Background: an optimization exercise with open tools, aiming at small area, a short achievable clock period and few clock cycles per item. Do not read the settings as production practice.

Design requant_top, start of the top module:
module requant_top (
    input  wire        clk,
    input  wire        rst,
    input  wire [31:0] in_A_tdata,
    input  wire        in_A_tlast,
    input  wire        in_A_tvalid,
    output wire        in_A_tready,
    input  wire [31:0] in_bias_tdata,
    input  wire        in_bias_tlast,
    input  wire        in_bias_tvalid,
    output wire        in_bias_tready,
    input  wire [31:0] in_m_tdata,
    input  wire        in_m_tlast,
    input  wire        in_m_tvalid,
    output wire        in_m_tready,
    input  wire [7:0]  in_e_tdata,
    input  wire        in_e_tlast,
    input  wire        in_e_tvalid,
    output wire        in_e_tready,
    output wire [7:0]  out_D_tdata,
    output wire        out_D_tlast,
    output wire        out_D_tvalid,
    input  wire        out_D_tready
);
==> flow/config.mk <==
export PLATFORM = sky130hd
export DESIGN_NAME = requant_top
export DESIGN_NICKNAME = requant_top
export VERILOG_FILES = /design/flow/design.v
export SDC_FILE = /design/flow/constraint.sdc
export NUM_CORES = 4
export LEC_CHECK = 0
export CAP_MARGIN = 20
export CORE_MARGIN = 2
export CORE_UTILIZATION = 65
export SETUP_SLACK_MARGIN = 5
export SLEW_MARGIN = 20
==> flow/constraint.sdc <==
create_clock -name core_clock -period 9.0 [get_ports {clk}]
set_input_delay 1.8000 -clock core_clock [delete_from_list [all_inputs] [get_ports {clk}]]
set_output_delay 1.8000 -clock core_clock [all_outputs]
set_load 0.01 [all_outputs]
standard.sh (not shown) runs the stock make flow with config.mk's settings and CLKGATE_MAP_FILE= SYNTH_SCRIPT=/design/flow/synth_recipe.tcl, a recipe that flattens the netlist after the stock synthesis.
==> flow/flow/run.sh <==
#!/bin/bash
set -euo pipefail
MARGIN=5.6
EXTRA="'BUFFER_PORTS_ARGS=-buffer_cell sky130_fd_sc_hd__buf_2'"
sed -e "s/SETUP_SLACK_MARGIN=[-0-9.]*/SETUP_SLACK_MARGIN=${MARGIN}/" \
    -e "s|\"\${@:-finish}\"|${EXTRA} \"\${@:-finish}\"|" standard.sh > standard_mod.sh
grep -q "SETUP_SLACK_MARGIN=${MARGIN}" standard_mod.sh
grep -q "BUFFER_PORTS_ARGS" standard_mod.sh
bash standard_mod.sh synth > flow_synth.log 2>&1
RES="$PWD/orfs/results/${FLOW_PLATFORM:-sky130hd}/requant_top/base"
cp "$RES/1_synth.odb" "$RES/1_synth_std.odb"
openroad -python -exit flow/fa_polarity.py "$RES/1_synth_std.odb" "$RES/1_synth.odb" > fa_polarity.log 2>&1
touch "$RES/1_synth.sdc"
bash standard_mod.sh > flow_make.log 2>&1
Other scripts of this flow, unchanged in this note and not shown: flow/flow/fa_polarity.py
The first run completed without violations.
Next try:
--- a/flow/design.v
+++ b/flow/design.v
@@ -27,18 +27,18 @@
     output wire          in_e_tready,
     output wire [OUT_BITS-1:0] out_D_tdata,
     output wire          out_D_tlast,
     output wire          out_D_tvalid,
     input  wire          out_D_tready
 );
-localparam integer CAP = 6;    
+localparam integer CAP = 7;    
 reg va, vb, vm, ve;             
 reg ra, rb, rm, re;             
 reg fire;                       
 reg [CAP-1:0] th;              
-reg p1, p2, p3, p4;
+reg p1, p2, p3, p4, p5;
 reg l1, l2, l3, l4;
 reg la, lb, lm, le;
 reg [31:0] a_r, b_r, m_r;
 reg [7:0]  e_r;
 reg ov;
 assign in_A_tready    = ra;
@@ -57,20 +57,20 @@
 wire fire_n = va_n & vb_n & vm_n & ve_n & cr_n;
 always @(posedge clk) begin
     if (rst) begin
         va <= 1'b0; vb <= 1'b0; vm <= 1'b0; ve <= 1'b0;
         ra <= 1'b1; rb <= 1'b1; rm <= 1'b1; re <= 1'b1;
         fire <= 1'b0; th <= 0;
-        p1 <= 1'b0; p2 <= 1'b0; p3 <= 1'b0; p4 <= 1'b0;
+        p1 <= 1'b0; p2 <= 1'b0; p3 <= 1'b0; p4 <= 1'b0; p5 <= 1'b0;
     end else begin
         va <= va_n; vb <= vb_n; vm <= vm_n; ve <= ve_n;
         ra <= ~va_n | fire_n; rb <= ~vb_n | fire_n;
         rm <= ~vm_n | fire_n; re <= ~ve_n | fire_n;
         fire <= fire_n;
         th <= th_n;
-        p1 <= fire; p2 <= p1; p3 <= p2; p4 <= p3;
+        p1 <= fire; p2 <= p1; p3 <= p2; p4 <= p3; p5 <= p4;
     end
 end
 always @(posedge clk) begin
     if (ra) begin a_r <= in_A_tdata;    la <= in_A_tlast;    end
     if (rb) begin b_r <= in_bias_tdata; lb <= in_bias_tlast; end
     if (rm) begin m_r <= in_m_tdata;    lm <= in_m_tlast;    end
@@ -3486,22 +3486,23 @@
 assign ts1053 = q2[182] ^ q2[183];
 assign tc1054 = q2[182] & q2[183];
 assign ts1055 = q2[184] ^ q2[185];
 assign tc1056 = q2[184] & q2[185];
 wire [63:0] rs = {tc1056, tc1054, tc1052, tc1050, tc1048, tc1046, tc1044, tc1042, tc1040, tc1038, tc1036, tc1034, tc1032, tc1030, tc1028, tc1026, tc1024, tc1022, tc1020, tc1018, tc1016, tc1014, tc1012, tc1010, tc1008, tc1006, tc1004, tc1002, tc1000, tc998, tc996, tc994, tc992, tc990, tc988, tc986, tc984, tc982, tc980, tc978, tc976, tc974, tc972, tc970, tc968, tc966, tc964, ts963, q2[29], q2[27], q2[25], q2[23], q2[21], q2[19], q2[17], q2[15], q2[13], q2[11], q2[9], q2[7], q2[5], q2[3], q2[2], q2[0]};
 wire [63:0] rc = {1'b1, ts1055, ts1053, ts1051, ts1049, ts1047, ts1045, ts1043, ts1041, ts1039, ts1037, ts1035, ts1033, ts1031, ts1029, ts1027, ts1025, ts1023, ts1021, ts1019, ts1017, ts1015, ts1013, ts1011, ts1009, ts1007, ts1005, ts1003, ts1001, ts999, ts997, ts995, ts993, ts991, ts989, ts987, ts985, ts983, ts981, ts979, ts977, ts975, ts973, ts971, ts969, ts967, ts965, q2[94], q2[30], q2[28], q2[26], q2[24], q2[22], q2[20], q2[18], q2[16], q2[14], q2[12], q2[10], q2[8], q2[6], q2[4], 1'b0, q2[1]};
-reg  [31:0] lo3, hs3, hc3;
+reg  [39:0] lo3;
+reg  [23:0] hs3;
 reg         c3;
 reg  [6:0]  sh3;
 reg         nr3;
 always @(posedge clk) begin
-    {c3, lo3} <= {1'b0, rs[31:0]} + {1'b0, rc[31:0]};
-    hs3 <= rs[63:32]; hc3 <= rc[63:32];
+    {c3, lo3} <= {1'b0, rs[39:0]} + {1'b0, rc[39:0]};
+    hs3 <= rs[63:40] + rc[63:40];
     sh3 <= sh2; nr3 <= nr2; l3 <= l2;
 end
-wire [31:0] hi4 = hs3 + hc3 + {31'd0, c3};
+wire [23:0] hi4 = hs3 + {23'd0, c3};
 wire [63:0] mul = {hi4, lo3};
 wire        sgn = mul[63];
 wire [64:0] t6 = {mul, 1'b0};
 wire [63:0] t5;
 assign t5[0] = sh3[6] ? sgn : sh3[5] ? t6[32] : t6[0];
 assign t5[1] = sh3[6] ? sgn : sh3[5] ? t6[33] : t6[1];
@@ -3775,30 +3776,32 @@
 wire        h1 = &U[31:7];
 wire        h0 = ~(|U[31:7]);
 wire        inr = h1 | (h0 & ~c7);
 wire        neg_res = U[31] ^ (c7 & (&U[30:7]));
 wire [7:0]  r8 = U[7:0] + {7'd0, rnd};
 wire [7:0]  q = inr ? r8 : (neg_res ? 8'h80 : 8'h7f);
-wire       wv = p4;
-wire [8:0] wd = {l4, q};
+reg  [8:0] r5;
+always @(posedge clk) r5 <= {l4, q};
+wire       wv = p5;
+wire [8:0] wd = r5;
 reg  [8:0] od;
-reg  [8:0] mem [0:4];
+reg  [8:0] mem [0:5];
 reg  [2:0] rp, wp;
-reg  [4:0] nt;                  
+reg  [5:0] nt;                  
 wire take = ~ov | pop;
 wire have = nt[0] | wv;
 wire rd   = take & have;
 always @(posedge clk) begin
     if (rst) begin
         ov <= 1'b0; rp <= 0; wp <= 0; nt <= 0;
     end else begin
         if (take) ov <= have;
-        if (rd) rp <= (rp == 4) ? 0 : rp + 1'b1;
-        if (wv) wp <= (wp == 4) ? 0 : wp + 1'b1;
-        if (wv & ~rd) nt <= {nt[3:0], 1'b1};
-        else if (~wv & rd) nt <= {1'b0, nt[4:1]};
+        if (rd) rp <= (rp == 5) ? 0 : rp + 1'b1;
+        if (wv) wp <= (wp == 5) ? 0 : wp + 1'b1;
+        if (wv & ~rd) nt <= {nt[4:0], 1'b1};
+        else if (~wv & rd) nt <= {1'b0, nt[5:1]};
     end
 end
 always @(posedge clk) begin
     if (take) od <= nt[0] ? mem[rp] : wd;
     if (wv) mem[wp] <= wd;
 end
Effect: Routed wire length goes down by a few percent; global-route usage decreases by 0.64 points; utilization fell by 1.3 points; setup slack loses 0.052 ns; cell area goes down slightly; die area barely changes.
No run of this note included a check of the RTL's function; only the layout flow was run.

what the ideal ports hide:
No port has a modelled driver above. Below, the same layouts with a new extraction and two added sets of constraints. Step 1 sets driving cells, clkbuf_16 on the clock port and buf_2 on the other inputs (assumed; they add their load-dependent delay and slew). Step 2 moves the port delays by t, midway between the first and last clock arrival at a register: inputs arrive t later, outputs are due t later. That takes back most of the time a late clock gives input paths. Three values: ideal ports, drivers, drivers and shift; two values: the first two.
run	t, ns	setup WS [ns]	latest minus earliest clock arrival (ns)	worst slew at a driven data input, ns
the first run	0.685	5.543 / 5.543 / 5.234	0.040 / 0.039	0.06
the second run	0.688	5.491 / 5.491 / 5.324	0.028 / 0.028	0.05
After both steps setup and hold are still met in every run listed. The setup slack of the first run, which loses most, moves by 0.000 ns with the drivers and by -0.309 ns with both steps.
